From an optimization exercise on the open Yosys and OpenROAD flow, aimed at small area; shortcuts taken in it are not production practice. Where RTL was checked, it was by simulation tests only, not by an equivalence proof against the original. The RTL of runs 1 and 2 was laid out without a check of its function. No activity file was given, so power comes from the tool's default toggle rates.

==> design.v <==
`timescale 1 ns / 1 ns
module spi_slave_r
(
	input rst,
	input clk,
	input fifo_full,
	output [7:0] fifo_d,
	output fifo_w_en,
	input sclk,
	input sdin
);
	reg [1:0] sclk_edge;
	always @ (posedge clk) begin
		if(!rst)
			sclk_edge <= 2'b00;
		else
			sclk_edge <= {sclk_edge[0],sclk};
	end
	reg w_en_reg;
	reg [7:0] d_reg;
	reg [3:0] bit_index;
	reg [2:0] sta_cur;
	assign fifo_w_en = w_en_reg;
	assign fifo_d = d_reg;
	always @ (posedge clk) begin
		if(sta_cur == 3'd1 && sclk_edge == 2'b01)
			d_reg <= {d_reg[6:0],sdin};
	end
	always @ (posedge clk) begin
		if(!rst) begin
			w_en_reg <= 1'b0;
			sta_cur <= 3'd0;
		end
		else begin
			case(sta_cur)
				3'd0 : begin
					bit_index <= 4'd0;
					sta_cur <= 3'd1;
				end
				3'd1 : begin
					if(sclk_edge == 2'b01)
						sta_cur <= 3'd2;
				end
				3'd2 : begin
					bit_index <= bit_index + 4'd1;
					sta_cur <= 3'd3;
				end
				3'd3 : begin
					if(bit_index == 4'd8) begin
						if(!fifo_full)
							w_en_reg <= 1'b1;
						sta_cur <= 3'd4;
					end
					else
						sta_cur <= 3'd1;
				end
				default : begin
					w_en_reg <= 1'b0;
					sta_cur <= 3'd0;
				end
			endcase
		end
	end
endmodule
`timescale 1ns / 1ps
module depack
(
    input clk,
    input rst,
    input spi_sclk,
    input spi_din,
    input load,
    output ready,
    output [31:0] ftw_lower_1,
    output [31:0] ftw_upper_1,
    output [31:0] ftw_lower_2,
    output [31:0] ftw_upper_2,
    output [31:0] sweep_step,
    output [15:0] sweep_rate,
    output [31:0] resweep_period,
    output [2:0] mode,
    output rf_switch,
    output [7:0] tx_att,
    output [2:0] rx_ch_pwr_ctrl,
    output [7:0] rx_ch1_att,
    output [7:0] rx_ch2_att,
    output [7:0] rx_ch3_att,
    output [7:0] rx_ch1_pha,
    output [7:0] rx_ch2_pha,
    output [7:0] rx_ch3_pha,
    output [31:0] ct_period
);
    reg [3:0] sta_cur;
    wire fifo_wr_en;
    wire [7:0] fifo_din;
    reg [7:0] ring [0:63];
    reg [7:0] wbuf;
    reg wbuf_valid;
    reg [5:0] wslot;
    reg [7:0] head;
    reg head_valid;
    reg [6:0] count;
    wire fifo_full = count[6];
    wire fifo_empty = (count == 7'd0);
    wire do_wr = fifo_wr_en & ~fifo_full;
    wire do_rd = (sta_cur == 4'd3);
    wire put = wbuf_valid && (wslot[3:0] == 4'd2);
    integer m;
    always @ (posedge clk) begin
        for(m = 0; m < 64; m = m + 1) begin
            if(m % 16 == 0)
                ring[m] <= (put && (wslot[5:4] == m / 16)) ? wbuf : ring[(m + 1) % 64];
            else
                ring[m] <= ring[(m + 1) % 64];
        end
    end
    always @ (posedge clk) begin
        if(!rst)
            wslot <= 6'd0;
        else
            wslot <= wslot - {5'd0, ~do_wr};
        if(do_wr)
            wbuf <= fifo_din;
    end
    wire [5:0] oslot = wslot - count[5:0];
    wire [7:0] tap = ring[{oslot[5:2], 2'b00}];
    wire oldest_waiting = wbuf_valid && (count == 7'd1);
    wire fetch_ring = !head_valid && (count != 7'd0) && !oldest_waiting && (oslot[1:0] == 2'd0);
    wire fetch_wbuf = !head_valid && oldest_waiting;
    always @ (posedge clk) begin
        if(do_wr && fifo_empty)
            head <= fifo_din;
        else if(fetch_wbuf)
            head <= wbuf;
        else if(fetch_ring)
            head <= tap;
    end
    always @ (posedge clk) begin
        if(!rst) begin
            count <= 7'd0;
            wbuf_valid <= 1'b0;
            head_valid <= 1'b0;
        end
        else begin
            count <= count + {6'd0, do_wr} - {6'd0, do_rd};
            if(do_wr)
                wbuf_valid <= 1'b1;
            else if(put)
                wbuf_valid <= 1'b0;
            if(do_rd)
                head_valid <= 1'b0;
            else if((do_wr && fifo_empty) || fetch_wbuf || fetch_ring)
                head_valid <= 1'b1;
        end
    end
    spi_slave_r spi_slave_r_inst
    (
        .rst(rst),
        .clk(clk),
        .fifo_full(fifo_full),
        .fifo_d(fifo_din),
        .fifo_w_en(fifo_wr_en),
        .sclk(spi_sclk),
        .sdin(spi_din)
    );
    reg [7:0] win [0:41];
    wire [7:0] cmd [0:41];
    reg [5:0] byte_index;
    reg [7:0] acc_sum;
    reg ready_reg;
    assign ready = ready_reg;
    wire fill = (sta_cur == 4'd4);
    wire slide = (sta_cur == 4'd9);
    wire [7:0] fifo_byte = head;
    integer w;
    always @ (posedge clk) begin
        if(fill) begin
            win[41] <= fifo_byte;
            for(w = 0; w < 41; w = w + 1)
                win[w] <= win[w + 1];
        end
    end
    genvar gk;
    generate
        for(gk = 0; gk < 42; gk = gk + 1) begin : g_win
            assign cmd[gk] = win[gk];
        end
    endgenerate
    reg [5:0] out28;
    reg [3:0] out29;
    reg [2:0] out30;
    reg [5:0] out34;
    reg [5:0] out35;
    reg [5:0] out36;
    wire at28 = (byte_index == 6'd28);
    wire at29 = (byte_index == 6'd29);
    wire at30 = (byte_index == 6'd30);
    wire at34 = (byte_index == 6'd34);
    wire at35 = (byte_index == 6'd35);
    wire at36 = (byte_index == 6'd36);
    always @ (posedge clk) begin
        if(!rst) begin
            out28 <= 6'd0;
            out29 <= 4'd0;
            out30 <= 3'd0;
            out34 <= 6'd0;
            out35 <= 6'd0;
            out36 <= 6'd0;
        end
        else begin
            if(at28 && fill) out28 <= fifo_byte[5:0];
            if(at28 && slide) out28 <= win[29][5:0];
            if(at29 && fill) out29 <= fifo_byte[3:0];
            if(at29 && slide) out29 <= win[30][3:0];
            if(at30 && fill) out30 <= fifo_byte[2:0];
            if(at30 && slide) out30 <= win[31][2:0];
            if(at34 && fill) out34 <= fifo_byte[5:0];
            if(at34 && slide) out34 <= win[35][5:0];
            if(at35 && fill) out35 <= fifo_byte[5:0];
            if(at35 && slide) out35 <= win[36][5:0];
            if(at36 && fill) out36 <= fifo_byte[5:0];
            if(at36 && slide) out36 <= win[37][5:0];
        end
    end
    assign ftw_lower_1 = {cmd[2],cmd[3],cmd[4],cmd[5]};
    assign ftw_upper_1 = {cmd[6],cmd[7],cmd[8],cmd[9]};
    assign ftw_lower_2 = {cmd[10],cmd[11],cmd[12],cmd[13]};
    assign ftw_upper_2 = {cmd[14],cmd[15],cmd[16],cmd[17]};
    assign sweep_step = {cmd[18],cmd[19],cmd[20],cmd[21]};
    assign sweep_rate = {cmd[22],cmd[23]};
    assign resweep_period = {cmd[24],cmd[25],cmd[26],cmd[27]};
    assign mode = out29[2:0];
    assign rf_switch = out29[3];
    assign tx_att = {2'b00, out28};
    assign rx_ch_pwr_ctrl = out30;
    assign rx_ch1_att = cmd[31];
    assign rx_ch2_att = cmd[32];
    assign rx_ch3_att = cmd[33];
    assign rx_ch1_pha = {2'b00, out34};
    assign rx_ch2_pha = {2'b00, out35};
    assign rx_ch3_pha = {2'b00, out36};
    assign ct_period = {cmd[37],cmd[38],cmd[39],cmd[40]};
    wire [7:0] slide_delta = cmd[41] - cmd[0];
    wire header_ok = (cmd[0] == 8'heb) && (cmd[1] == 8'h90);
    always @ (posedge clk) begin
        if(!rst) begin
            ready_reg <= 1'b0;
            sta_cur <= 4'd0;
        end
        else begin
            case (sta_cur)
                4'd0 : begin
                    byte_index <= 6'd0;
                    acc_sum <= 8'd0;
                    sta_cur <= 4'd1;
                end
                4'd1 : begin
                    if(!fifo_empty)
                        sta_cur <= 4'd2;
                end
                4'd2 : sta_cur <= 4'd3;
                4'd3 : sta_cur <= 4'd4;
                4'd4 : begin
                    byte_index <= byte_index + 6'd1;
                    if(byte_index != 6'd41)
                        acc_sum <= acc_sum + fifo_byte;
                    sta_cur <= 4'd5;
                end
                4'd5 : begin
                    if(byte_index != 6'd42)
                        sta_cur <= 4'd1;
                    else begin
                        byte_index <= 6'd0;
                        if(header_ok)
                            sta_cur <= 4'd6;
                        else begin
                            acc_sum <= acc_sum + slide_delta;
                            sta_cur <= 4'd9;
                        end
                    end
                end
                4'd6 : sta_cur <= 4'd7;
                4'd7 : begin
                    byte_index <= byte_index + 6'd1;
                    sta_cur <= 4'd8;
                end
                4'd8 : begin
                    if(byte_index != 6'd41)
                        sta_cur <= 4'd6;
                    else if(acc_sum != cmd[41]) begin
                        byte_index <= 6'd0;
                        acc_sum <= acc_sum + slide_delta;
                        sta_cur <= 4'd9;
                    end
                    else
                        sta_cur <= 4'd12;
                end
                4'd9 : sta_cur <= 4'd10;
                4'd10 : begin
                    byte_index <= byte_index + 6'd1;
                    sta_cur <= 4'd11;
                end
                4'd11 : begin
                    if(byte_index != 6'd41)
                        sta_cur <= 4'd9;
                    else
                        sta_cur <= 4'd1;
                end
                4'd12 : begin
                    ready_reg <= 1'b1;
                    sta_cur <= 4'd13;
                end
                4'd13 : begin
                    if(load) begin
                        ready_reg <= 1'b0;
                        sta_cur <= 4'd0;
                    end
                end
                default : ;
            endcase
        end
    end
endmodule
`timescale 1ns / 1ps
module ad9914_ctrl
(
	input clk,
	input rst,
	input update,
	input [31 : 0] lower_limit,
	input [31 : 0] upper_limit,
	input [31 : 0] positive_step,
	input [15 : 0] positive_rate,
	input [31 : 0] resweep_period,
	output busy,
	output finish,
	output trig,
	output pre_trig,
	output osk,
	input dover,
	output io_update,
	output dctrl,
	output p_rd,
	output p_wr,
	output [7 : 0] p_addr,
	input [7 : 0] p_data_in,
	output [7 : 0] p_data_out,
	output p_data_tri_select
);
	reg c_busy;
	reg c_load;
	reg [1:0] sfr_index;
	reg dctrl_reg;
	reg pre_trig_reg;
	reg fixed_freq_enable;
	reg osk_trig_enable;
	reg resweep_state;
	reg [4:0] c_sta;
	reg [31:0] resweep_period_reg;
	reg [31:0] delay_left;     
	reg r_busy;
	reg [6:0] t;
	reg r_res;
	reg r_mismatch;
	reg [5:0] p_addr_reg;
	reg p_wr_cmd;             
	reg tri_reg;
	assign busy = c_busy;
	assign finish = ~c_busy;
	assign dctrl = dctrl_reg;
	assign pre_trig = pre_trig_reg;
	assign io_update = r_busy & (t >= 7'd42) & (t <= 7'd44);
	assign p_rd = ~(r_busy & rd_low);
	assign p_wr = ~(r_busy & wr_low);
	assign p_addr = {2'b00, p_addr_reg};
	assign p_data_out = reg_byte;
	assign p_data_tri_select = tri_reg;
	reg [3:0] base;
	always @ (*) begin
		case(c_sta)
			5'd5 : base = 4'd3;
			5'd7 : base = 4'd4;
			5'd9 : base = 4'd5;
			5'd11 : base = 4'd6;
			5'd13 : base = 4'd8;
			5'd15 : base = 4'd12;
			5'd18 : base = 4'd1;
			default : base = {2'b00, sfr_index - 2'd1};
		endcase
	end
	wire [3:0] out_reg = p_addr_reg[5:2];
	wire [1:0] out_byte = p_wr_cmd ? 2'd3 : p_addr_reg[1:0];
	reg [31:0] reg_value;
	always @ (*) begin
		case(out_reg)
			4'd0 : reg_value = 32'h00_01_03_00;
			4'd1 : reg_value = dctrl_reg ? 32'h00_0c_29_00 : 32'h00_04_29_00;
			4'd2 : reg_value = 32'h00_00_19_1c;
			4'd3 : reg_value = 32'h00_05_31_20;
			4'd4 : reg_value = lower_limit;
			4'd5 : reg_value = upper_limit;
			4'd6 : reg_value = positive_step;
			4'd8 : reg_value = {16'd0, positive_rate};
			default : reg_value = 32'h0f_ff_00_00;
		endcase
	end
	wire [7:0] reg_byte = reg_value[{out_byte, 3'b000} +: 8];
	wire [7:0] amp_byte = (p_addr_reg[1:0] == 2'd3) ? 8'h0f :
	                      (p_addr_reg[1:0] == 2'd2) ? 8'hff : 8'h00;
	wire period_over = (&delay_left) & ~(&resweep_period_reg);
	wire pre_trig_start = (delay_left == 32'd39) & (resweep_period_reg != 32'd39);
	always @ (posedge clk) begin
		if(!rst) begin
			c_busy <= 1'b0;
			c_load <= 1'b0;
			dctrl_reg <= 1'b0;
			pre_trig_reg <= 1'b0;
			fixed_freq_enable <= 1'b0;
			osk_trig_enable <= 1'b0;
			resweep_state <= 1'b0;
			c_sta <= 5'd0;
		end
		else case(c_sta)
			5'd0 : begin
				dctrl_reg <= 1'b0;
				pre_trig_reg <= 1'b0;
				osk_trig_enable <= 1'b0;
				resweep_state <= 1'b0;
				sfr_index <= 2'd0;
				c_sta <= 5'd1;
			end
			5'd1 : begin
				if(update) begin
					resweep_period_reg <= resweep_period;
					c_busy <= 1'b1;
					fixed_freq_enable <= (positive_step == 32'd0);
					c_sta <= 5'd3;
				end
			end
			5'd3 : begin
				if(!r_busy) begin
					c_load <= 1'b1;
					c_sta <= 5'd4;
				end
			end
			5'd4 : begin
				if(r_busy) begin
					c_load <= 1'b0;
					sfr_index <= sfr_index + 2'd1;
					if(sfr_index == 2'd3)
						c_sta <= 5'd5;
					else
						c_sta <= 5'd3;
				end
			end
			5'd5 : begin
				if(!r_busy) begin
					c_load <= 1'b1;
					c_sta <= 5'd6;
				end
			end
			5'd6 : begin
				if(r_busy) begin
					c_load <= 1'b0;
					c_sta <= 5'd7;
				end
			end
			5'd7 : begin
				if(!r_busy) begin
					c_load <= 1'b1;
					c_sta <= 5'd8;
				end
			end
			5'd8 : begin
				if(r_busy) begin
					c_load <= 1'b0;
					c_sta <= 5'd9;
				end
			end
			5'd9 : begin
				if(!r_busy) begin
					c_load <= 1'b1;
					c_sta <= 5'd10;
				end
			end
			5'd10 : begin
				if(r_busy) begin
					c_load <= 1'b0;
					c_sta <= 5'd11;
				end
			end
			5'd11 : begin
				if(!r_busy) begin
					c_load <= 1'b1;
					c_sta <= 5'd12;
				end
			end
			5'd12 : begin
				if(r_busy) begin
					c_load <= 1'b0;
					c_sta <= 5'd13;
				end
			end
			5'd13 : begin
				if(!r_busy) begin
					c_load <= 1'b1;
					c_sta <= 5'd14;
				end
			end
			5'd14 : begin
				if(r_busy) begin
					c_load <= 1'b0;
					c_sta <= 5'd15;
				end
			end
			5'd15 : begin
				if(!r_busy && !r_res) begin
					osk_trig_enable <= 1'b1;
					c_sta <= 5'd16;
				end
			end
			5'd16 : begin
				pre_trig_reg <= 1'b0;
				if(!r_busy) begin
					dctrl_reg <= 1'b1;
					c_load <= 1'b1;
					c_sta <= 5'd17;
				end
			end
			5'd17 : begin
				if(r_busy) begin
					c_load <= 1'b0;
					c_sta <= 5'd18;
				end
			end
			5'd18 : begin
				if(!r_busy) begin
					c_busy <= 1'b0;
					dctrl_reg <= 1'b0;
					c_sta <= 5'd19;
				end
			end
			5'd19 : begin
				if(update)
					c_sta <= 5'd0;
				else if(period_over && (!fixed_freq_enable)) begin
					resweep_state <= 1'b1;
					c_sta <= 5'd16;
				end
				else if(pre_trig_start)
					pre_trig_reg <= 1'b1;
			end
			default : ;
		endcase
	end
	always @ (posedge clk) begin
		if((c_sta == 5'd18) && !r_busy)
			delay_left <= resweep_period_reg;
		else
			delay_left <= delay_left - 32'd1;
	end
	reg wr_low;
	reg rd_low;
	reg sample;
	reg set_addr;
	reg set_rd;
	reg [1:0] byte_k;
	always @ (*) begin
		wr_low = 1'b0;
		rd_low = 1'b0;
		sample = 1'b0;
		set_addr = 1'b0;
		set_rd = 1'b0;
		byte_k = 2'd0;
		case(t)
			7'd4, 7'd5, 7'd6, 7'd7, 7'd14, 7'd15, 7'd16, 7'd17,
			7'd24, 7'd25, 7'd26, 7'd27, 7'd34, 7'd35, 7'd36, 7'd37 : wr_low = 1'b1;
			7'd48, 7'd49, 7'd50, 7'd51, 7'd52, 7'd54,
			7'd65, 7'd66, 7'd67, 7'd68, 7'd69, 7'd71,
			7'd82, 7'd83, 7'd84, 7'd85, 7'd86, 7'd88,
			7'd99, 7'd100, 7'd101, 7'd102, 7'd103, 7'd105 : rd_low = 1'b1;
			7'd53, 7'd70, 7'd87, 7'd104 : begin rd_low = 1'b1; sample = 1'b1; end
			7'd2 : begin set_addr = 1'b1; byte_k = 2'd0; end
			7'd12 : begin set_addr = 1'b1; byte_k = 2'd1; end
			7'd22 : begin set_addr = 1'b1; byte_k = 2'd2; end
			7'd32 : begin set_addr = 1'b1; byte_k = 2'd3; end
			7'd46 : begin set_addr = 1'b1; set_rd = 1'b1; byte_k = 2'd0; end
			7'd63 : begin set_addr = 1'b1; set_rd = 1'b1; byte_k = 2'd1; end
			7'd80 : begin set_addr = 1'b1; set_rd = 1'b1; byte_k = 2'd2; end
			7'd97 : begin set_addr = 1'b1; set_rd = 1'b1; byte_k = 2'd3; end
			default : ;
		endcase
	end
	always @ (posedge clk) begin
		if(!rst)
			r_busy <= 1'b0;
		else if(!r_busy) begin
			if(c_load)
				r_busy <= 1'b1;
		end
		else if(t == 7'd113)
			r_busy <= 1'b0;
	end
	always @ (posedge clk) begin
		if(!r_busy)
			t <= 7'd1;
		else
			t <= t + 7'd1;
	end
	always @ (posedge clk) begin
		if(!r_busy)
			r_mismatch <= 1'b0;
		else if(sample && (p_data_in != amp_byte))
			r_mismatch <= 1'b1;
	end
	always @ (posedge clk) begin
		if(r_busy && (t == 7'd113))
			r_res <= r_mismatch;
	end
	always @ (posedge clk) begin
		if(!rst) begin
			p_addr_reg <= 6'd0;
			p_wr_cmd <= 1'b0;
			tri_reg <= 1'b0;
		end
		else begin
			if(r_busy && set_addr) begin
				p_addr_reg <= {base, byte_k};
				p_wr_cmd <= set_rd;
			end
			tri_reg <= p_wr_cmd;
		end
	end
	reg initsweep_osk_trig_enable;
	reg [2:0] initsweep_delay_count;
	reg [2:0] initsweep_sta;
	always @ (posedge clk) begin
		if(!rst) begin
			initsweep_osk_trig_enable <= 1'b0;
			initsweep_sta <= 3'd0;
		end
		else case (initsweep_sta)
			3'd0 : begin
				if(update) begin
					initsweep_osk_trig_enable <= 1'b0;
					initsweep_delay_count <= 3'd0;
					initsweep_sta <= 3'd1;
				end
			end
			3'd1 : begin
				initsweep_delay_count <= initsweep_delay_count + 3'd1;
				if(initsweep_delay_count == 3'd5)
					initsweep_sta <= 3'd2;
			end
			3'd2 : begin
				if(osk_trig_enable)
					initsweep_sta <= 3'd3;
			end
			3'd3 : begin
				if(io_update) begin
					initsweep_delay_count <= 3'd0;
					initsweep_sta <= 3'd4;
				end
			end
			3'd4 : begin
				initsweep_delay_count <= initsweep_delay_count + 3'd1;
				if(initsweep_delay_count == 3'd5) begin
					initsweep_osk_trig_enable <= 1'b1;
					initsweep_sta <= 3'd0;
				end
			end
			default : ;
		endcase
	end
	assign osk = ((resweep_state | initsweep_osk_trig_enable) & ~dover) | fixed_freq_enable;
	assign trig = osk;
endmodule
`timescale 1ns / 1ps
module ds3502
(
    input clk,
    input rst,
    input load,
    input [7:0] reg_var,
    output reg scl,
    input sda_i,
    output reg sda_o,
    output reg sda_io_ctrl 
);
    localparam [2:0] S_IDLE  = 3'd0;
    localparam [2:0] S_START = 3'd1;    
    localparam [2:0] S_BIT   = 3'd2;    
    localparam [2:0] S_BITW  = 3'd3;    
    localparam [2:0] S_ACK   = 3'd4;    
    localparam [2:0] S_ACKH  = 3'd5;    
    localparam [2:0] S_STOP  = 3'd6;    
    reg [7:0] reg_var_temp;
    reg [2:0] step;
    reg [1:0] phase;         
    reg [1:0] byte_no;       
    reg [3:0] bit_temp;
    reg [11:0] delay_count;
    wire q = (delay_count == 12'hb79);
    wire h = (delay_count == 12'h9a3);
    wire [11:0] delay_inc = {delay_count[10:0],
        delay_count[11] ^ delay_count[10] ^ delay_count[9] ^ delay_count[3]};
    wire long_low = (byte_no != 2'd0) && (phase == 2'd1);
    wire done = long_low ? h : q;
    wire addr_bit = (bit_temp == 4'd1) || (bit_temp == 4'd3);
    wire var_bit = reg_var_temp[3'd7 - bit_temp[2:0]];
    wire bit_val = (byte_no == 2'd0) ? addr_bit :
                   (byte_no == 2'd1) ? 1'b0 : var_bit;
    always @ (posedge clk) begin
        if(step == S_IDLE) begin
            if(load)
                reg_var_temp <= reg_var;
        end
    end
    always @ (posedge clk) begin
        delay_count <= delay_inc;
        if(!rst) begin
            sda_io_ctrl <= 1'b0;
            scl <= 1'b1;
            sda_o <= 1'b1;
            step <= S_IDLE;
        end
        else begin
            case(step)
                S_IDLE : begin
                    if(load) begin
                        step <= S_START;
                        phase <= 2'd3;
                        byte_no <= 2'd0;
                        bit_temp <= 4'd0;
                    end
                end
                S_START : begin
                    if(phase == 2'd3) begin
                        sda_o <= 1'b0;
                        phase <= 2'd0;
                        delay_count <= 12'd1;
                    end
                    else begin
                        if(q) begin
                            delay_count <= 12'd1;
                            if(phase == 2'd0) begin
                                scl <= 1'b0;
                                phase <= 2'd1;
                            end
                            else
                                step <= S_BIT;
                        end
                    end
                end
                S_BIT : begin
                    sda_o <= bit_val;
                    bit_temp <= bit_temp + 4'd1;
                    delay_count <= 12'd1;
                    phase <= 2'd0;
                    step <= S_BITW;
                end
                S_BITW : begin
                    if(done) begin
                        delay_count <= 12'd1;
                        case(phase)
                            2'd0 : begin
                                scl <= 1'b1;
                                phase <= 2'd1;
                            end
                            2'd1 : begin
                                scl <= 1'b0;
                                phase <= 2'd2;
                            end
                            default : begin
                                if(bit_temp == 4'd8) begin
                                    sda_io_ctrl <= 1'b1;
                                    step <= S_ACK;
                                end
                                else
                                    step <= S_BIT;
                            end
                        endcase
                    end
                end
                S_ACK : begin
                    if(sda_i == 1'b0)
                        step <= S_ACKH;
                    else
                        step <= S_STOP;
                    phase <= 2'd3;
                end
                S_ACKH : begin
                    if(phase == 2'd3) begin
                        scl <= 1'b1;
                        delay_count <= 12'd1;
                        phase <= 2'd0;
                    end
                    else begin
                        if(q) begin
                            delay_count <= 12'd1;
                            if(phase == 2'd0) begin
                                scl <= 1'b0;
                                sda_io_ctrl <= 1'b0;
                                phase <= 2'd1;
                            end
                            else begin
                                bit_temp <= 4'd0;
                                byte_no <= byte_no + 2'd1;
                                if(byte_no == 2'd2)
                                    step <= S_STOP;
                                else
                                    step <= S_BIT;
                                phase <= 2'd3;
                            end
                        end
                    end
                end
                S_STOP : begin
                    if(phase == 2'd3) begin
                        sda_io_ctrl <= 1'b0;
                        sda_o <= 1'b0;
                        delay_count <= 12'd1;
                        phase <= 2'd0;
                    end
                    else begin
                        if(q) begin
                            delay_count <= 12'd1;
                            if(phase == 2'd0) begin
                                scl <= 1'b1;
                                phase <= 2'd1;
                            end
                            else begin
                                sda_o <= 1'b1;
                                step <= S_IDLE;
                            end
                        end
                    end
                end
                default : ;
            endcase
        end
    end
endmodule
`timescale 1ns / 1ps
module work_flow
(
    input clk,
    input rst,
    input [31:0] ct_period,
    input [1:0] tv_mode,
    input ad9914_update_1,
    input ad9914_update_2,
    input ad9914_osk_2_temp,
    input ad9914_trig_1,
    input ad9914_pre_trig_1,
    input [2:0] rx_ch_pwr_ctrl,
    output ad9914_osk_2,
    output tr,
    output tr_pwr,
    output lo,
    output tv,
    output [2:0] rx_ch_ctrl
);
    reg [1:0] ad9914_update_1_edge;
    reg [1:0] ad9914_update_2_edge;
    reg [1:0] ad9914_trig_1_edge;
    reg [1:0] ad9914_pre_trig_1_edge;
    always @ (posedge clk) begin
        if(!rst) begin
            ad9914_update_1_edge <= 2'b00;
            ad9914_update_2_edge <= 2'b00;
            ad9914_trig_1_edge <= 2'b00;
            ad9914_pre_trig_1_edge <= 2'b00;
        end
        else begin
            ad9914_update_1_edge <= {ad9914_update_1_edge[0],ad9914_update_1};
            ad9914_update_2_edge <= {ad9914_update_2_edge[0],ad9914_update_2};
            ad9914_trig_1_edge <= {ad9914_trig_1_edge[0],ad9914_trig_1};
            ad9914_pre_trig_1_edge <= {ad9914_pre_trig_1_edge[0],ad9914_pre_trig_1};
        end
    end
    wire update_1_rise = (ad9914_update_1_edge == 2'b01);
    wire update_2_rise = (ad9914_update_2_edge == 2'b01);
    wire pre_trig_1_rise = (ad9914_pre_trig_1_edge == 2'b01);
    wire trig_1_fall = (ad9914_trig_1_edge == 2'b10);
    reg ct_enable;
    reg [31:0] ct_left;
    reg ct_forever;
    wire ct_over = (&ct_left) & ~ct_forever;
    always @ (posedge clk) begin
        if(!rst)
            ct_enable <= 1'b0;
        else if(update_2_rise)
            ct_enable <= 1'b1;
        else if(ct_over)
            ct_enable <= 1'b0;
    end
    always @ (posedge clk) begin
        if(update_2_rise) begin
            ct_left <= ct_period;
            ct_forever <= &ct_period;
        end
        else
            ct_left <= ct_left - 32'd1;
    end
    reg [3:0] tv_sw_count;
    reg tv_sw;
    reg tv_sw_enable;
    reg tr_sw;
    always @ (posedge clk) begin
        if(!rst) begin
            tv_sw_count <= 4'd0;
            tv_sw <= 1'b1;
            tv_sw_enable <= 1'b0;
            tr_sw <= 1'b0;
        end
        else if(update_1_rise) begin
            tv_sw_count <= 4'd0;
            tv_sw <= 1'b1;
            tv_sw_enable <= 1'b1;
        end
        else if(pre_trig_1_rise) begin
            tv_sw_count <= 4'd0;
            tv_sw_enable <= 1'b1;
        end
        else if(tv_sw_count > 4'd10) begin
            if(tv_mode == 2'b11)
                tv_sw <= ~tv_sw;
            else
                tv_sw <= 1'b0;
            tv_sw_enable <= 1'b0;
            tv_sw_count <= 4'd0;
            tr_sw <= ct_enable;
        end
        else if(tv_sw_enable) begin
            tv_sw_count <= tv_sw_count + 4'd1;
        end
    end
    reg [4:0] tr_pwr_off_count;
    reg tr_pwr_on;
    reg tr_pwr_enable;
    always @ (posedge clk) begin
        if(!rst) begin
            tr_pwr_off_count <= 5'd0;
            tr_pwr_on <= 1'b0;
            tr_pwr_enable <= 1'b0;
        end
        else if(update_1_rise || pre_trig_1_rise) begin
            tr_pwr_off_count <= 5'd0;
            tr_pwr_on <= 1'b0;
            tr_pwr_enable <= 1'b1;
        end
        else if(trig_1_fall) begin
            tr_pwr_on <= 1'b0;
            tr_pwr_enable <= 1'b0;
            tr_pwr_off_count <= 5'd0;
        end
        else if(tr_pwr_off_count > 5'd20) begin
            tr_pwr_on <= 1'b1;
            tr_pwr_enable <= 1'b0;
        end
        else if(tr_pwr_enable) begin
            tr_pwr_off_count <= tr_pwr_off_count + 5'd1;
        end
    end
    assign tv = tv_sw;
    assign tr_pwr = tr_pwr_on;
    assign tr = tr_sw;
    assign lo = tr;
    assign ad9914_osk_2 = ct_enable & ad9914_osk_2_temp;
    assign rx_ch_ctrl = ct_enable ? ~rx_ch_pwr_ctrl : 3'b111;
endmodule
`timescale 1ns / 1ps
module top
(
    input clk,
    input rst_n,
    input spi_sclk,
    input spi_din,
    output tr_pwr_p,
    output tr_pwr_n,
    output tr,
    output lo,
    output t_bite,
    output [5:0] tx_att,
    output tv,
    output [2:0] rx_ch_pwr_ctrl,
    output [2:0] rx_ch_ctrl,
    output [2:0] scl,
    input [2:0] sda_i,
    output [2:0] sda_o,
    output [2:0] sda_t,
    output [2:0] a0,
    output [2:0] a1,
    output [5:0] rx_ch1_pha,
    output [5:0] rx_ch2_pha,
    output [5:0] rx_ch3_pha,
    output trig,
    output osk_1,
    input dover_1,
    output dhold_1,
    output io_update_1,
    output master_reset_1,
    output dctrl_1,
    output [2 : 0] profile_select_1,
    output [3 : 0] function_select_1,
    output p_pwd_1,
    output p_rd_1,
    output p_wr_1,
    output [7 : 0] p_addr_1,
    input [7 : 0] p_data_in_1,
    output [7 : 0] p_data_out_1,
    output p_data_t_1,
    output osk_2,
    input dover_2,
    output dhold_2,
    output io_update_2,
    output master_reset_2,
    output dctrl_2,
    output [2 : 0] profile_select_2,
    output [3 : 0] function_select_2,
    output p_pwd_2,
    output p_rd_2,
    output p_wr_2,
    output [7 : 0] p_addr_2,
    input [7 : 0] p_data_in_2,
    output [7 : 0] p_data_out_2,
    output p_data_t_2
);
    wire rst = rst_n;
    wire depack_load;
    wire depack_ready;
    wire [31:0] depack_ftw_lower_1;
    wire [31:0] depack_ftw_upper_1;
    wire [31:0] depack_ftw_lower_2;
    wire [31:0] depack_ftw_upper_2;
    wire [31:0] depack_sweep_step;
    wire [15:0] depack_sweep_rate;
    wire [31:0] depack_resweep_period;
    wire [2:0] depack_mode;
    wire depack_rf_switch;
    wire [7:0] depack_tx_att;
    wire [2:0] depack_rx_ch_pwr_ctrl;
    wire [7:0] depack_rx_ch1_att;
    wire [7:0] depack_rx_ch2_att;
    wire [7:0] depack_rx_ch3_att;
    wire [7:0] depack_rx_ch1_pha;
    wire [7:0] depack_rx_ch2_pha;
    wire [7:0] depack_rx_ch3_pha;
    wire [31:0] depack_ct_period;
    depack depack_inst
    (
        .clk(clk),
        .rst(rst),
        .spi_sclk(spi_sclk),
        .spi_din(spi_din),
        .load(depack_load),
        .ready(depack_ready),
        .ftw_lower_1(depack_ftw_lower_1),
        .ftw_upper_1(depack_ftw_upper_1),
        .ftw_lower_2(depack_ftw_lower_2),
        .ftw_upper_2(depack_ftw_upper_2),
        .sweep_step(depack_sweep_step),
        .sweep_rate(depack_sweep_rate),
        .resweep_period(depack_resweep_period),
        .mode(depack_mode),
        .rf_switch(depack_rf_switch),
        .tx_att(depack_tx_att),
        .rx_ch_pwr_ctrl(depack_rx_ch_pwr_ctrl),
        .rx_ch1_att(depack_rx_ch1_att),
        .rx_ch2_att(depack_rx_ch2_att),
        .rx_ch3_att(depack_rx_ch3_att),
        .rx_ch1_pha(depack_rx_ch1_pha),
        .rx_ch2_pha(depack_rx_ch2_pha),
        .rx_ch3_pha(depack_rx_ch3_pha),
        .ct_period(depack_ct_period)
    );
    assign tx_att = depack_tx_att[5:0];
    assign rx_ch_pwr_ctrl = depack_rx_ch_pwr_ctrl;
    assign rx_ch1_pha = depack_rx_ch1_pha[5:0];
    assign rx_ch2_pha = depack_rx_ch2_pha[5:0];
    assign rx_ch3_pha = depack_rx_ch3_pha[5:0];
    assign a0 = 3'b000;
    assign a1 = 3'b000;
    ds3502 ds3502_inst_0
    (
        .clk(clk), .rst(rst), .load(depack_ready), .reg_var(depack_rx_ch1_att),
        .scl(scl[0]), .sda_i(sda_i[0]), .sda_o(sda_o[0]), .sda_io_ctrl(sda_t[0])
    );
    ds3502 ds3502_inst_1
    (
        .clk(clk), .rst(rst), .load(depack_ready), .reg_var(depack_rx_ch2_att),
        .scl(scl[1]), .sda_i(sda_i[1]), .sda_o(sda_o[1]), .sda_io_ctrl(sda_t[1])
    );
    ds3502 ds3502_inst_2
    (
        .clk(clk), .rst(rst), .load(depack_ready), .reg_var(depack_rx_ch3_att),
        .scl(scl[2]), .sda_i(sda_i[2]), .sda_o(sda_o[2]), .sda_io_ctrl(sda_t[2])
    );
    reg ad9914_update_1_reg;
    reg ad9914_update_2_reg;
    wire ad9914_busy_1;
    wire ad9914_finish_1;
    wire ad9914_trig_1;
    wire ad9914_pre_trig_1;
    assign dhold_1 = 1'b0;
    assign master_reset_1 = 1'b0;
    assign profile_select_1 = 3'b000;
    assign function_select_1 = 4'b0000;
    assign p_pwd_1 = 1'b0;
    ad9914_ctrl ad9914_ctrl_inst1
    (
        .clk(clk),
        .rst(rst),
        .update(ad9914_update_1_reg),
        .lower_limit(depack_ftw_lower_1),
        .upper_limit(depack_ftw_upper_1),
        .positive_step(depack_sweep_step),
        .positive_rate(depack_sweep_rate),
        .resweep_period(depack_resweep_period),
        .busy(ad9914_busy_1),
        .finish(ad9914_finish_1),
        .trig(ad9914_trig_1),
        .pre_trig(ad9914_pre_trig_1),
        .osk(osk_1),
        .dover(dover_1),
        .io_update(io_update_1),
        .dctrl(dctrl_1),
        .p_rd(p_rd_1),
        .p_wr(p_wr_1),
        .p_addr(p_addr_1),
        .p_data_in(p_data_in_1),
        .p_data_out(p_data_out_1),
        .p_data_tri_select(p_data_t_1)
    );
    wire ad9914_busy_2;
    wire ad9914_finish_2;
    wire osk_2_temp;
    assign dhold_2 = 1'b0;
    assign master_reset_2 = 1'b0;
    assign profile_select_2 = 3'b000;
    assign function_select_2 = 4'b0000;
    assign p_pwd_2 = 1'b0;
    ad9914_ctrl ad9914_ctrl_inst2
    (
        .clk(clk),
        .rst(rst),
        .update(ad9914_update_2_reg),
        .lower_limit(depack_ftw_lower_2),
        .upper_limit(depack_ftw_upper_2),
        .positive_step(depack_sweep_step),
        .positive_rate(depack_sweep_rate),
        .resweep_period(depack_resweep_period),
        .busy(ad9914_busy_2),
        .finish(ad9914_finish_2),
        .trig(),
        .pre_trig(),
        .osk(osk_2_temp),
        .dover(dover_2),
        .io_update(io_update_2),
        .dctrl(dctrl_2),
        .p_rd(p_rd_2),
        .p_wr(p_wr_2),
        .p_addr(p_addr_2),
        .p_data_in(p_data_in_2),
        .p_data_out(p_data_out_2),
        .p_data_tri_select(p_data_t_2)
    );
    wire tr_pwr;
    work_flow work_flow_inst
    (
        .clk(clk),
        .rst(rst),
        .ct_period(depack_ct_period),
        .tv_mode(depack_mode[1:0]),
        .ad9914_update_1(ad9914_update_1_reg),
        .ad9914_update_2(ad9914_update_2_reg),
        .ad9914_osk_2_temp(osk_2_temp),
        .ad9914_trig_1(ad9914_trig_1),
        .ad9914_pre_trig_1(ad9914_pre_trig_1),
        .rx_ch_pwr_ctrl(depack_rx_ch_pwr_ctrl),
        .ad9914_osk_2(osk_2),
        .tr(tr),
        .tr_pwr(tr_pwr),
        .lo(lo),
        .tv(tv),
        .rx_ch_ctrl(rx_ch_ctrl)
    );
    assign tr_pwr_p = tr_pwr & depack_rf_switch;
    assign tr_pwr_n = ~tr_pwr_p;
    assign t_bite = ~tr;
    assign trig = ad9914_trig_1;
    reg depack_load_reg;
    assign depack_load = depack_load_reg;
    reg [2:0] main_proc_sta;
    always @ (posedge clk) begin
        if(!rst) begin
            depack_load_reg <= 1'b0;
            ad9914_update_1_reg <= 1'b0;
            ad9914_update_2_reg <= 1'b0;
            main_proc_sta <= 3'd0;
        end
        else begin
            case (main_proc_sta)
                3'd0 : begin
                    if(depack_ready)
                        main_proc_sta <= 3'd1;
                end
                3'd1 : begin
                    if(ad9914_finish_1 && ad9914_finish_2)
                        main_proc_sta <= 3'd2;
                end
                3'd2 : begin
                    ad9914_update_1_reg <= 1'b1;
                    if(depack_mode[2] == 1'b1)
                        ad9914_update_2_reg <= 1'b1;
                    main_proc_sta <= 3'd3;
                end
                3'd3 : begin
                    if(ad9914_busy_1 && (ad9914_busy_2 || (~depack_mode[2]))) begin
                        ad9914_update_1_reg <= 1'b0;
                        ad9914_update_2_reg <= 1'b0;
                        main_proc_sta <= 3'd4;
                    end
                end
                3'd4 : begin
                    if(ad9914_finish_1 && ad9914_finish_2)
                        main_proc_sta <= 3'd5;
                end
                3'd5 : begin
                    depack_load_reg <= 1'b1;
                    main_proc_sta <= 3'd6;
                end
                3'd6 : begin
                    if(!depack_ready) begin
                        depack_load_reg <= 1'b0;
                        main_proc_sta <= 3'd0;
                    end
                end
                default : ;
            endcase
        end
    end
endmodule
==> run.sh <==
#!/bin/bash
# synth_recipe.tcl (not shown) runs the flow's synth.tcl, then flattens the netlist and writes it again
# the make line also repeats each setting of config.mk as NAME=value (left out here)
make -C /OpenROAD-flow-scripts/flow DESIGN_CONFIG=/design/flow/config.mk WORK_HOME=/design/flow/orfs CLKGATE_MAP_FILE= SYNTH_SCRIPT=/design/flow/synth_recipe.tcl finish
==> config.mk <==
export PLATFORM = sky130hd
export DESIGN_NAME = top
export DESIGN_NICKNAME = top
export VERILOG_FILES = /design/flow/design.v
export SDC_FILE = /design/flow/constraint.sdc
export NUM_CORES = 4
export LEC_CHECK = 0
export CAP_MARGIN = 20
export CORE_MARGIN = 2
export CORE_UTILIZATION = 45
export CTS_BUF_LIST = sky130_fd_sc_hd__clkbuf_16
export CTS_CLUSTER_DIAMETER = 60
export CTS_CLUSTER_SIZE = 24
export PLACE_DENSITY = 0.65
export SLEW_MARGIN = 20
==> constraint.sdc <==
create_clock -name core_clock -period 10.0 [get_ports {clk}]
set_input_delay 2.0000 -clock core_clock [delete_from_list [all_inputs] [get_ports {clk}]]
set_output_delay 2.0000 -clock core_clock [all_outputs]
set_load 0.01 [all_outputs]
==> out/results.tsv, run 1 <==
metric	value	unit
sequential share of the synthesized area	64.3	%
Nets	4407	
Slew Limit Fails	0	
DRC viols	0	
Min-Delay Path Class	flop to flop	
Synth Area per Inst	11.6	um2
Vias	32048	
clock buffer count from CTS	97	
cell row count	121	
Post-synth EDFFs	503	
most frequent cells in the layout	dfxtp_1 (827), edfxtp_1 (503), nand2_1 (334), nor2_1 (326), a21oi_1 (219)	
area leader, netlist	dfxtp_1	
ranking of synthesized cells by area	dfxtp_1 (34%), edfxtp_1 (31%), nand2_1 (2.6%), nor2_1 (2.5%), ha_1 (2.4%)	
Largest register FFs	512	
Register Area	31700	um2
drt initial violations	3176	
power per cell area	243	nW/um2
met3 Use GR	3.16	%
met1 usage	29.0	%
maximum clock path buffer count	3	
fmax	161	MHz
core region area	109000	um2
VDD IR-drop max	0.203	mV
Hold WS	0.320	ns
ys async rst share	0	%
initial antenna violation count	0	
Total Wirelength	111000	um
status	complete, no violations	
htree depth	3	
IO Port Bufs	110	
Worst Tran Pin Value	1.09	ns
setup TNS	0	ns
Cell Area, Synth	49300	um2
routability cong.	0.889	
Worst Setup Start Kind	flop	
layout cell share with drive strength beyond 1	7.33	%
Clk pin slew, worst setup/hold paths	0.08	ns
LEAKAGE	0.0194	uW
post-CTS setup buffer count	0	
routed length per instance	19.2	um
clk_skew	0.0339	ns
CTS tree	built	
global-route wire length before repair	173000	um
clk sink count	1330	
Crit path required time	8.00	ns
drt pass-1 iters	6	
Synth Instances	4236	
Max-Cap Viols	0	
width of the die	335	um
#FFs+latches synth	1330	
All-Layer GR Usage	19.5	%
post-detail-place hpwl	74200	um
final setup vio count	0	
die height	335	um
Final Hold Fails	0	
Top Usage Layer GRT	met2	
largest register by flop count	depack_inst.ring	
unique cell type count in the Yosys netlist	108	
post-synth top area share	33.6	%
Fill cells	9417	
fin crit period	6.22	ns
Overflow after GRT	0	
pin count of the biggest net entering global routing	176	
Initial Util	45.3	%
vias in the first global route	30204	
Regs by FF count	depack_inst.ring: 512 flops, depack_inst.win: 336 flops	
top_reg_cell synth	dfxtp_1	
crit end category	output port	
Crit Path Max Fanout	24	
kind of critical path	flop to output port	
Syn. warnings	8	
RSZ-0062 raised after global routing	false	
CTS root buf	clkbuf_16	
worst-skew pair later-pin latency	0.71	ns
critical path arrival	4.22	ns
via density per instance	5.55	
GR Layer Usage met2	29.6	%
relative slew slack	27.4	%
# IOs	141	
period utilization	62.2	%
post-CTS sizing	0	
die area	112000	um2
CTS Hold Bufs	0	
commonest non-fill, non-tap cell in the layout	dfxtp_1	
Post-DRT Antenna Nets	0	
area of the multi-input gates	16200	um2
Syn-to-layout area delta	11.8	%
worst max-delay path, stage by stage (launching register included):
cell and delay [ns]:
dfxtp_1 0.84, nand2b_1 0.23, nor3_2 0.74, buf_4 0.34
a22oi_1 0.11, a21oi_1 0.19, nor3_1 0.07, o21ai_0 0.38
clkdlybuf4s50_1 0.62
final timing paths:
| kind | from | to | slack [ns] | cells past startpoint |
|---|---|---|---|---|
| hold reg to reg | depack_inst.ring[22][2] | depack_inst.ring[21][2] | 0.32 | 0 |
| hold / removal | depack_inst.ring[22][2] | depack_inst.ring[21][2] | 0.32 | 0 |
| setup reg to reg | depack_inst.count[0] | depack_inst.head[0] | 5.93 | 10 |
| setup / recovery | ad9914_ctrl_inst1.p_addr_reg[4] | p_data_out_1[0] | 3.78 | 8 |
power by group:
part	internal [uW]	total [uW]	switching, uW
logic	920	2480	1560
clock network	2070	4250	2180
registers	6100	6630	530
total	9100	13400	4270
kinds of logic after synthesis:
kind of cell / Yosys count / synth area share [%]
buffers and inverters: 384 / 3.29
other: 1 / 0.00761
flip-flops: 1330 / 64.3
AND/OR/NAND/NOR: 1321 / 13.4
multiplexers: 82 / 1.93
adder cells (fa/ha/maj): 106 / 2.84
XOR/XNOR: 155 / 2.79
AO/OA/AOI/OAI: 857 / 11.4
layer usage:
layer  vias to the layer above  routed length [um]
li1                      15350                   -
met1                     15562               52800
met2                       973               48600
met3                       163                6950
met4                         0                2410
met5                         -                   0
metrics by stage:
stage	instance area, um2	power (uW)	utilization, %	cells	setup WS (ns)
floorplan	49400	8400	-	4265	0.929
global placement	51600	9180	47.4	5592	4.69
detailed placement	51600	9210	47.4	5592	4.57
CTS	55100	13400	50.6	5768	3.79
global route	55100	14000	50.6	5768	3.62
finish	55100	13400	50.6	5770	3.78
synthesized netlist by cell type (all sizes together), types with 39 or more instances:
cell and n:
dfxtp 827, a21oi 219, nand2 336, o22ai 39, nor3 96, inv 149, nor2 326, ha 95
nand2b 47, nor4 61, nand3 104, o21ai 213, clkbuf 164, edfxtp 503, and2 43, mux2 43
nor2b 79, a22oi 59, buf 67, xnor2 91, nand4 76, xor2 64
cell type report:
class	count	share of cell area [%]
antenna	2	0.00909
clock inverter	75	1.75
tap	1414	3.21
timing repair buffer	144	2.48
sequential	1330	57.5
multi-input combinational	2551	29.4
inverter	153	1.06
clock buffer	101	4.59
==> run 2: changes to the inputs <==
==> flow/run.sh (new file) <==
#!/bin/bash
set -o pipefail
cp standard.sh standard_sh.txt
export CTS_ARGS="-sink_clustering_enable -repair_clock_nets -sink_clustering_size 24 -sink_clustering_max_diameter 60 -buf_list sky130_fd_sc_hd__clkbuf_16 -dont_use_dummy_load"
bash standard.sh > standard.log 2>&1
==> standard.sh (new file) <==
#!/bin/bash
# synth_recipe.tcl (not shown) runs the flow's synth.tcl, then flattens the netlist and writes it again
# the make line also repeats each setting of config.mk as NAME=value (left out here)
make -C /OpenROAD-flow-scripts/flow DESIGN_CONFIG=/design/flow/config.mk WORK_HOME=/design/flow/orfs CLKGATE_MAP_FILE= SYNTH_SCRIPT=/design/flow/synth_recipe.tcl "${@:-finish}"
removed: run.sh
==> run 2 against run 1 <==
Maximum frequency grew 0.73%; wire length down 0.55%; first-iteration DRC count increased by 4.0%; cell area is 1.9% lower; count of clock-buffer cells in the layout is 4 lower; critical path type unchanged; critical endpoint unchanged; highest routed layer unchanged.
==> out/results.tsv, run 2 <==
metric	value	unit	change
R2R Path End	depack_inst.head[0]		
LEAKAGE	0.0188	uW	-2.7%
fin crit period	6.17	ns	-0.0453 ns
power per cell area	232	nW/um2	-4.3%
Syn-to-layout area delta	9.61	%	
core region area	109000	um2	unchanged
clk sink count	1330		unchanged
clock share of power	27.3	%	-4.5 points
CP top delay family	simple AND/OR/NAND/NOR gates		
via density per instance	5.59		+0.58%
global-route wire length before repair	172000	um	-0.63%
Total Wirelength	110000	um	-0.55%
Nets	4407		unchanged
die height	335	um	unchanged
Vias	31782		-0.83%
P_int	8730	uW	-4.0%
top cells by count, synth	dfxtp_1 (827), edfxtp_1 (503), nand2_1 (335)		
post-CTS setup buffer count	0		unchanged
drt initial violations	3302		+4.0%
critical path arrival	4.17	ns	-0.05 ns
pin count of the biggest net entering global routing	176		unchanged
Critical R2R Launch	depack_inst.wslot[0]		
Regs by FF count	depack_inst.ring: 512 flops, depack_inst.win: 336 flops		
clock buffer count from CTS	97		unchanged
routed length per instance	19.4	um	+0.86%
setup TNS	0	ns	unchanged
post-synth top area share	33.6	%	unchanged
WHS Endpoint	depack_inst.ring[21][2]		
CTS Hold Bufs	0		unchanged
width of the die	335	um	unchanged
All-Layer GR Usage	19.4	%	-0.094 points
top-count cell post-synth	dfxtp_1		
most frequent cells in the layout	dfxtp_1 (827), edfxtp_1 (503), nand2_1 (334), nor2_1 (326), a21oi_1 (219)		
CTS tree	built		
maximum clock path buffer count	3		unchanged
Syn. warnings	8		unchanged
final setup vio count	0		unchanged
CTS root buf	clkbuf_16		
largest register by flop count	depack_inst.ring		
ys async rst share	0	%	unchanged
#FFs+latches synth	1330		unchanged
htree depth	3		unchanged
CP peak stage delay	0.83	ns	about the same
Final Hold Fails	0		unchanged
# IOs	141		unchanged
Worst Tran Pin Value	1.04	ns	-0.0424 ns
kind of critical path	flop to output port		
VDD IR-drop max	0.204	mV	+0.79%
Post-synth EDFFs	503		unchanged
Largest register FFs	512		unchanged
post-detail-place hpwl	74200	um	unchanged
initial antenna violation count	0		unchanged
Post-DRT Antenna Nets	0		unchanged
Worst Hold Path Cells	0		unchanged
relative slew slack	29.8	%	+2.4 points
Clk pin slew, worst setup/hold paths	0.07	ns	about the same
pre-CTS setup slack	4.57	ns	unchanged
Comb power frac	19.8	%	+1.2 points
Switching Share	30.4	%	-1.5 points
clk_skew	0.0784	ns	+0.0445 ns
status	complete, no violations		
Overflow after GRT	0		unchanged
ranking of synthesized cells by area	dfxtp_1 (34%), edfxtp_1 (31%), nand2_1 (2.6%), nor2_1 (2.5%), ha_1 (2.4%)		
die area	112000	um2	unchanged
R2R depth	11		+1
Inserted Diodes	0		-2
DRC viols	0		unchanged
sequential share of power	52.9	%	+3.3 points
Worst Setup Start Kind	flop		
worst-skew pair later-pin latency	0.69	ns	-0.02 ns
Synth Instances	4236		unchanged
crit end category	output port		
CP max stage cell	dfxtp_1		
fmax	162	MHz	+0.73%
sequential share of the synthesized area	64.3	%	unchanged
period utilization	61.7	%	-0.45 points
Crit Path Max Fanout	24		unchanged
CP Cell Sequence	nand2b_1 -> nor3_2 -> buf_4 -> a22oi_1 -> a21oi_1 -> nor3_1 -> o21ai_0 -> clkdlybuf4s50_1		
unique cell type count in the Yosys netlist	108		unchanged
Max-Cap Viols	0		unchanged
Synth Area per Inst	11.6	um2	unchanged
IO Port Bufs	110		unchanged
Crit path required time	8.00	ns	about the same
R2R setup slack	5.96	ns	+0.03 ns
setup ws final	3.83	ns	+0.0453 ns
hold path startpoint	depack_inst.ring[22][2]		
top_reg_cell synth	dfxtp_1		
Initial Util	45.3	%	unchanged
post-CTS sizing	0		unchanged
Area after DPL	51600	um2	unchanged
layout cell share with drive strength beyond 1	5.89	%	-1.4 points
drt pass-1 iters	9		+3
RSZ-0062 raised after global routing	false		
Slew Limit Fails	0		unchanged
Cell Area, Synth	49300	um2	unchanged
area leader, netlist	dfxtp_1		
Min-Delay Path Class	flop to flop		
Buf+Inv Stages, Crit Path	2		unchanged
vias in the first global route	29960		-0.81%
cell row count	121		unchanged
final instance area	54000	um2	-1.9%
reported net switching power	3810	uW	-11%
routability cong.	0.889		unchanged
commonest non-fill, non-tap cell in the layout	dfxtp_1		
==> run 2: area by class of cell <==
type / count / area (um2)
multi-input cells: 2551 / 16200
clock buffers: 97 / 2430
inverters: 153 / 584
repair buffers: 144 / 1360
well taps: 1414 / 1770
flip-flops and latches: 1330 / 31700
fillers: 9538 / 54700
==> run 2: kinds of logic (layout without fill, tap and decap cells) <==
family | after synthesis | count (layout) | share of synthesized area (%)
fa+ha+maj | 106 | 106 | 2.84
compound gates | 857 | 857 | 11.4
xor+xnor | 155 | 155 | 2.79
flops | 1330 | 1330 | 64.3
mux | 82 | 82 | 1.93
simple gates | 1321 | 1321 | 13.4
buf+inv | 384 | 394 | 3.29
other cells | 1 | 30 | 0.00761
==> run 2: stage by stage <==
step	power, uW	std cells	hold WS, ns	util [%]
after floorplan	8400	4265	0.310	-
after global placement	9180	5592	0.310	47.4
after detailed placement	9210	5592	0.312	47.4
after CTS	12600	5689	0.291	49.7
after global routing	13100	5689	0.293	49.7
final	12500	5689	0.291	49.7
==> run 2: worst max path at each step <==
| stage | startpoint | endpoint | slack (ns) | cells after the start |
|---|---|---|---|---|
| 3_5_place_dp | ad9914_ctrl_inst1.p_addr_reg[4] | p_data_out_1[0] | 4.57 | 8 |
| 6_report | ad9914_ctrl_inst1.p_addr_reg[4] | p_data_out_1[0] | 3.83 | 8 |
| 5_1_grt | ad9914_ctrl_inst1.p_addr_reg[4] | p_data_out_1[0] | 3.66 | 8 |
| 4_1_cts | ad9914_ctrl_inst1.p_addr_reg[4] | p_data_out_1[0] | 3.85 | 8 |
| 3_3_place_gp | ad9914_ctrl_inst1.p_addr_reg[4] | p_data_out_1[0] | 4.69 | 8 |
| 2_1_floorplan | depack_inst.sta_cur[2] | depack_inst.out28[0] | 0.93 | 9 |
==> run 2: worst reg2reg max path: stages, from the launching register on <==
cell and delay [ns]:
dfxtp_1 0.30, inv_1 0.09, ha_1 0.18, inv_1 0.06
fa_1 0.60, a211oi_1 0.48, o21bai_1 0.20, and2_2 0.43
a2111oi_4 0.62, nand2_1 0.30, o221a_2 0.31, o32a_1 0.23
==> run 2: power by group through the flow <==
stage	registers, uW	clock network, uW	logic [uW]
floorplan	6500	0	1900
detailed placement	6740	0	2470
finish	6630	3430	2480
global placement	6740	0	2440
global route	6700	3700	2740
CTS	6630	3510	2480
==> run 2: per-layer routing <==
| layer | share of wire [%] | GRT usage [%] |
|---|---|---|
| met5 | 0 | 0 |
| met4 | 2.3 | 5.09 |
| met3 | 6.2 | 3.26 |
| met2 | 44 | 29.3 |
| met1 | 48 | 28.9 |
==> run 3: changes to the inputs <==
--- a/design.v
+++ b/design.v
@@ -348,14 +348,13 @@
 	output p_data_tri_select
 );
 	reg c_busy;
-	reg c_load;
 	reg [1:0] sfr_index;
 	reg dctrl_reg;
 	reg pre_trig_reg;
 	reg fixed_freq_enable;
 	reg osk_trig_enable;
 	reg resweep_state;
-	reg [4:0] c_sta;
+	reg [3:0] c_sta;
 	reg [31:0] resweep_period_reg;
 	reg [31:0] delay_left;     
 	reg r_busy;
@@ -378,13 +377,13 @@
 	reg [3:0] base;
 	always @ (*) begin
 		case(c_sta)
-			5'd5 : base = 4'd3;
-			5'd7 : base = 4'd4;
-			5'd9 : base = 4'd5;
-			5'd11 : base = 4'd6;
-			5'd13 : base = 4'd8;
-			5'd15 : base = 4'd12;
-			5'd18 : base = 4'd1;
+			4'd5 : base = 4'd3;
+			4'd7 : base = 4'd4;
+			4'd9 : base = 4'd5;
+			4'd11 : base = 4'd6;
+			4'd13 : base = 4'd8;
+			4'd15 : base = 4'd12;
+			4'd8 : base = 4'd1;
 			default : base = {2'b00, sfr_index - 2'd1};
 		endcase
 	end
@@ -409,143 +408,74 @@
 	                      (p_addr_reg[1:0] == 2'd2) ? 8'hff : 8'h00;
 	wire period_over = (&delay_left) & ~(&resweep_period_reg);
 	wire pre_trig_start = (delay_left == 32'd39) & (resweep_period_reg != 32'd39);
+	wire c_start = !r_busy && ((c_sta == 4'd3) || (c_sta == 4'd5) || (c_sta == 4'd7) ||
+	                           (c_sta == 4'd9) || (c_sta == 4'd11) || (c_sta == 4'd13) ||
+	                           (c_sta == 4'd6));
 	always @ (posedge clk) begin
 		if(!rst) begin
 			c_busy <= 1'b0;
-			c_load <= 1'b0;
 			dctrl_reg <= 1'b0;
 			pre_trig_reg <= 1'b0;
 			fixed_freq_enable <= 1'b0;
 			osk_trig_enable <= 1'b0;
 			resweep_state <= 1'b0;
-			c_sta <= 5'd0;
+			c_sta <= 4'd0;
 		end
 		else case(c_sta)
-			5'd0 : begin
+			4'd0 : begin
 				dctrl_reg <= 1'b0;
 				pre_trig_reg <= 1'b0;
 				osk_trig_enable <= 1'b0;
 				resweep_state <= 1'b0;
 				sfr_index <= 2'd0;
-				c_sta <= 5'd1;
+				c_sta <= 4'd1;
 			end
-			5'd1 : begin
+			4'd1 : begin
 				if(update) begin
 					resweep_period_reg <= resweep_period;
 					c_busy <= 1'b1;
 					fixed_freq_enable <= (positive_step == 32'd0);
-					c_sta <= 5'd3;
+					c_sta <= 4'd3;
 				end
 			end
-			5'd3 : begin
+			4'd3 : begin
 				if(!r_busy) begin
-					c_load <= 1'b1;
-					c_sta <= 5'd4;
-				end
-			end
-			5'd4 : begin
-				if(r_busy) begin
-					c_load <= 1'b0;
 					sfr_index <= sfr_index + 2'd1;
 					if(sfr_index == 2'd3)
-						c_sta <= 5'd5;
-					else
-						c_sta <= 5'd3;
-				end
-			end
-			5'd5 : begin
-				if(!r_busy) begin
-					c_load <= 1'b1;
-					c_sta <= 5'd6;
-				end
-			end
-			5'd6 : begin
-				if(r_busy) begin
-					c_load <= 1'b0;
-					c_sta <= 5'd7;
-				end
-			end
-			5'd7 : begin
-				if(!r_busy) begin
-					c_load <= 1'b1;
-					c_sta <= 5'd8;
-				end
-			end
-			5'd8 : begin
-				if(r_busy) begin
-					c_load <= 1'b0;
-					c_sta <= 5'd9;
-				end
-			end
-			5'd9 : begin
-				if(!r_busy) begin
-					c_load <= 1'b1;
-					c_sta <= 5'd10;
+						c_sta <= 4'd5;
 				end
 			end
-			5'd10 : begin
-				if(r_busy) begin
-					c_load <= 1'b0;
-					c_sta <= 5'd11;
-				end
-			end
-			5'd11 : begin
-				if(!r_busy) begin
-					c_load <= 1'b1;
-					c_sta <= 5'd12;
-				end
-			end
-			5'd12 : begin
-				if(r_busy) begin
-					c_load <= 1'b0;
-					c_sta <= 5'd13;
-				end
-			end
-			5'd13 : begin
-				if(!r_busy) begin
-					c_load <= 1'b1;
-					c_sta <= 5'd14;
-				end
-			end
-			5'd14 : begin
-				if(r_busy) begin
-					c_load <= 1'b0;
-					c_sta <= 5'd15;
-				end
-			end
-			5'd15 : begin
+			4'd5 : if(!r_busy) c_sta <= 4'd7;
+			4'd7 : if(!r_busy) c_sta <= 4'd9;
+			4'd9 : if(!r_busy) c_sta <= 4'd11;
+			4'd11 : if(!r_busy) c_sta <= 4'd13;
+			4'd13 : if(!r_busy) c_sta <= 4'd15;
+			4'd15 : begin
 				if(!r_busy && !r_res) begin
 					osk_trig_enable <= 1'b1;
-					c_sta <= 5'd16;
+					c_sta <= 4'd6;
 				end
 			end
-			5'd16 : begin
+			4'd6 : begin
 				pre_trig_reg <= 1'b0;
 				if(!r_busy) begin
 					dctrl_reg <= 1'b1;
-					c_load <= 1'b1;
-					c_sta <= 5'd17;
+					c_sta <= 4'd8;
 				end
 			end
-			5'd17 : begin
-				if(r_busy) begin
-					c_load <= 1'b0;
-					c_sta <= 5'd18;
-				end
-			end
-			5'd18 : begin
+			4'd8 : begin
 				if(!r_busy) begin
 					c_busy <= 1'b0;
 					dctrl_reg <= 1'b0;
-					c_sta <= 5'd19;
+					c_sta <= 4'd10;
 				end
 			end
-			5'd19 : begin
+			4'd10 : begin
 				if(update)
-					c_sta <= 5'd0;
+					c_sta <= 4'd0;
 				else if(period_over && (!fixed_freq_enable)) begin
 					resweep_state <= 1'b1;
-					c_sta <= 5'd16;
+					c_sta <= 4'd6;
 				end
 				else if(pre_trig_start)
 					pre_trig_reg <= 1'b1;
@@ -554,7 +484,7 @@
 		endcase
 	end
 	always @ (posedge clk) begin
-		if((c_sta == 5'd18) && !r_busy)
+		if((c_sta == 4'd8) && !r_busy)
 			delay_left <= resweep_period_reg;
 		else
 			delay_left <= delay_left - 32'd1;
@@ -594,16 +524,14 @@
 	always @ (posedge clk) begin
 		if(!rst)
 			r_busy <= 1'b0;
-		else if(!r_busy) begin
-			if(c_load)
-				r_busy <= 1'b1;
-		end
+		else if(c_start)
+			r_busy <= 1'b1;
 		else if(t == 7'd113)
 			r_busy <= 1'b0;
 	end
 	always @ (posedge clk) begin
 		if(!r_busy)
-			t <= 7'd1;
+			t <= 7'd0;
 		else
 			t <= t + 7'd1;
 	end
==> run.sh (new file) <==
#!/bin/bash
# synth_recipe.tcl (not shown) runs the flow's synth.tcl, then flattens the netlist and writes it again
# the make line also repeats each setting of config.mk as NAME=value (left out here)
make -C /OpenROAD-flow-scripts/flow DESIGN_CONFIG=/design/flow/config.mk WORK_HOME=/design/flow/orfs CLKGATE_MAP_FILE= SYNTH_SCRIPT=/design/flow/synth_recipe.tcl finish
removed: flow/run.sh
removed: standard.sh
==> run 3 against run 2 <==
Via count decreased by 0.44%; critical path depth up 1; total power increased by 11%; sequential cell count is 4 lower; critical path type unchanged; largest power group unchanged; highest routed layer unchanged.
==> out/results.tsv, run 3 <==
metric	value	unit	change
post-synth top area share	33.9	%	+0.24 points
ranking of synthesized cells by area	dfxtp_1 (34%), edfxtp_1 (31%), nor2_1 (2.8%), a21oi_1 (2.7%), nand2_1 (2.5%)		
width of the die	333	um	-0.59%
# IOs	141		unchanged
pre-CTS setup slack	4.79	ns	+0.213 ns
worst setup path start	ad9914_ctrl_inst2.p_addr_reg[4]		
fmax	183	MHz	+13%
Synth Area per Inst	11.7	um2	+0.23%
cell row count	120		-0.83%
RSZ-0062 raised after global routing	false		
worst-skew pair later-pin latency	0.72	ns	+0.03 ns
Synth Instances	4176		-1.4%
initial antenna violation count	1		+1
top_reg_cell synth	dfxtp_1		
Crit Path Max Fanout	27		+13%
relative slew slack	23.5	%	-6.3 points
vias in the first global route	29466		-1.6%
LEAKAGE	0.0193	uW	+2.8%
setup ws final	4.53	ns	+0.703 ns
Syn-to-layout area delta	12.3	%	
post-detail-place hpwl	73800	um	-0.58%
routability cong.	0.869		-2.2%
Finished Layout Cells	5721		+0.56%
crit end category	output port		
Layout Utilization	51.0	%	+1.3 points
period utilization	54.7	%	-7.0 points
Crit path required time	8.00	ns	about the same
setup TNS	0	ns	unchanged
#FFs+latches synth	1326		-0.30%
CP peak stage delay	0.64	ns	-0.19 ns
routed length per instance	19.2	um	-1.0%
area leader, netlist	dfxtp_1		
VDD IR-drop max	0.208	mV	+1.8%
die area	111000	um2	-1.2%
post-CTS sizing	0		unchanged
top cells by count, synth	dfxtp_1 (823), edfxtp_1 (503), nor2_1 (368)		
Vias	31641		-0.44%
maximum clock path buffer count	3		unchanged
DRC viols	0		unchanged
Clk pin slew, worst setup/hold paths	0.10	ns	+0.03 ns
core region area	107000	um2	-1.4%
Slew Limit Fails	0		unchanged
IO Port Bufs	110		unchanged
Post-DRT Antenna Nets	0		unchanged
layout cell share with drive strength beyond 1	7.46	%	+1.6 points
largest register by flop count	depack_inst.ring		
All-Layer GR Usage	19.4	%	-0.029 points
post-CTS setup buffer count	0		unchanged
Worst Tran Pin Value	1.14	ns	+0.0931 ns
top-count cell post-synth	dfxtp_1		
unique cell type count in the Yosys netlist	98		-9.3%
CP Cell Sequence	nor2b_1 -> nand2_1 -> nor2_1 -> buf_4 -> a222oi_1 -> nand2_1 -> a21oi_1 -> o21ai_0 -> clkdlybuf4s50_1		
critical path arrival	3.47	ns	-0.70 ns
Worst Setup Start Kind	flop		
sequential share of the synthesized area	64.9	%	+0.61 points
Overflow after GRT	0		unchanged
drt initial violations	2989		-9.5%
Final Hold Fails	0		unchanged
CTS tree	built		
kind of critical path	flop to output port		
Post-synth EDFFs	503		unchanged
htree depth	3		unchanged
CP max stage cell	dfxtp_1		
clk_skew	0.0411	ns	-0.0373 ns
via density per instance	5.53		-1.0%
Total Wirelength	110000	um	-0.47%
Nets	4366		-0.93%
Syn. warnings	8		unchanged
Inserted Diodes	0		unchanged
fin crit period	5.47	ns	-0.703 ns
# placed instances	5536		-1.0%
drt pass-1 iters	8		-1
Initial Util	45.4	%	+0.086 points
Regs by FF count	depack_inst.ring: 512 flops, depack_inst.win: 336 flops		
ys async rst share	0	%	unchanged
final setup vio count	0		unchanged
most used cell, CP	nand2_1		
CTS root buf	clkbuf_16		
die height	333	um	-0.59%
clk sink count	1326		-0.30%
hold path startpoint	depack_inst.ring[2][3]		
Largest register FFs	512		unchanged
clock buffer count from CTS	101		+4.1%
Final Power	13900	uW	+11%
Min-Delay Path Class	flop to flop		
CTS Hold Bufs	0		unchanged
global-route wire length before repair	171000	um	-0.87%
Cell Area, Synth	48700	um2	-1.2%
commonest non-fill, non-tap cell in the layout	dfxtp_1		
pin count of the biggest net entering global routing	195		+11%
status	complete, no violations		
power per cell area	255	nW/um2	+9.6%
Critical R2R Launch	depack_inst.count[1]		
most frequent cells in the layout	dfxtp_1 (823), edfxtp_1 (503), nor2_1 (365), nand2_1 (328), a21oi_1 (263)		
Max-Cap Viols	0		unchanged
[run 3: cell type report]
cell class / count / area (um2)
Inverter: 153 / 584
Multi-Input combinational cell: 2508 / 15700
Clock inverter: 83 / 1090
Timing Repair Buffer: 146 / 1380
Sequential cell: 1326 / 31600
Fill cell: 9342 / 52600
Tap cell: 1403 / 1760
Clock buffer: 102 / 2550
[run 3: metal layers]
metal / wire (um) / share of wire, % / global-route usage (%)
met1: 52300 / 48 / 29.1
met4: 2800 / 2.6 / 5.75
met2: 47500 / 43 / 28.8
met5: 0 / 0 / 0
met3: 7050 / 6.4 / 2.94
[run 3: worst paths after layout]
kind                             to  slack [ns]  depth (start not counted)
min          depack_inst.ring[1][3]        0.32                          0
min reg2reg  depack_inst.ring[1][3]        0.32                          0
max reg2reg     depack_inst.head[1]        5.88                         10
max                 p_data_out_2[0]        4.53                          9
[run 3: cell families (layout without fill, tap and decap cells)]
family / Yosys count / after routing / share of synthesized area (%)
flip-flops: 1326 / 1326 / 64.9
AND/OR/NAND/NOR: 1281 / 1281 / 12.8
AO/OA/AOI/OAI: 843 / 843 / 11.2
buffers and inverters: 371 / 484 / 3.33
XOR/XNOR: 176 / 176 / 3.18
adder cells (fa/ha/maj): 105 / 105 / 2.85
multiplexers: 73 / 73 / 1.76
other: 1 / 30 / 0.00771
[run 3: per-stage QoR]
step	instance area (um2)	hold slack, ns
CTS	54600	0.323
finish	54600	0.322
floorplan	48800	0.310
global route	54600	0.322
detailed placement	51000	0.312
global placement	51000	0.310
[run 3: power by group]
part           switching [uW]  internal, uW
logic                    1720          1040
registers                 636          6180
clock network            2180          2150
total                    4540          9370
[run 3: critical path, delay by kind of cell, from the launching register on]
kind | cells | cell delay [ns]
compound gates | 3 | 0.59
simple gates | 4 | 0.60
flops | 1 | 0.64
buf+inv | 2 | 0.92

[afterwards: timing with drivers on the ports]
How much do the figures lean on ideal ports? The routed layouts below were timed once more, with nothing changed but the port constraints.
Step 1: set_driving_cell puts a clkbuf_16 on clk and a buf_2 on each other input, an assumption about the parent block.
Step 2 also shifts input and output timing later by t, the mid clock arrival at the registers, as if the neighbouring blocks saw the same clock.
Three values: ideal ports, drivers, drivers and shift; two values: the first two.
run | t, ns | setup WS [ns] | worst setup path after step 2 | latest minus earliest clock arrival (ns)
run 1 | 0.758 | 3.783 / 3.715 / 4.473 | register to output | 0.048 / 0.047
run 2 | 0.729 | 3.829 / 3.760 / 4.489 | register to output | 0.108 / 0.108
run 3 | 0.760 | 4.532 / 4.462 / 4.788 | input to output | 0.052 / 0.052
After both steps setup and hold are still met in every run listed.
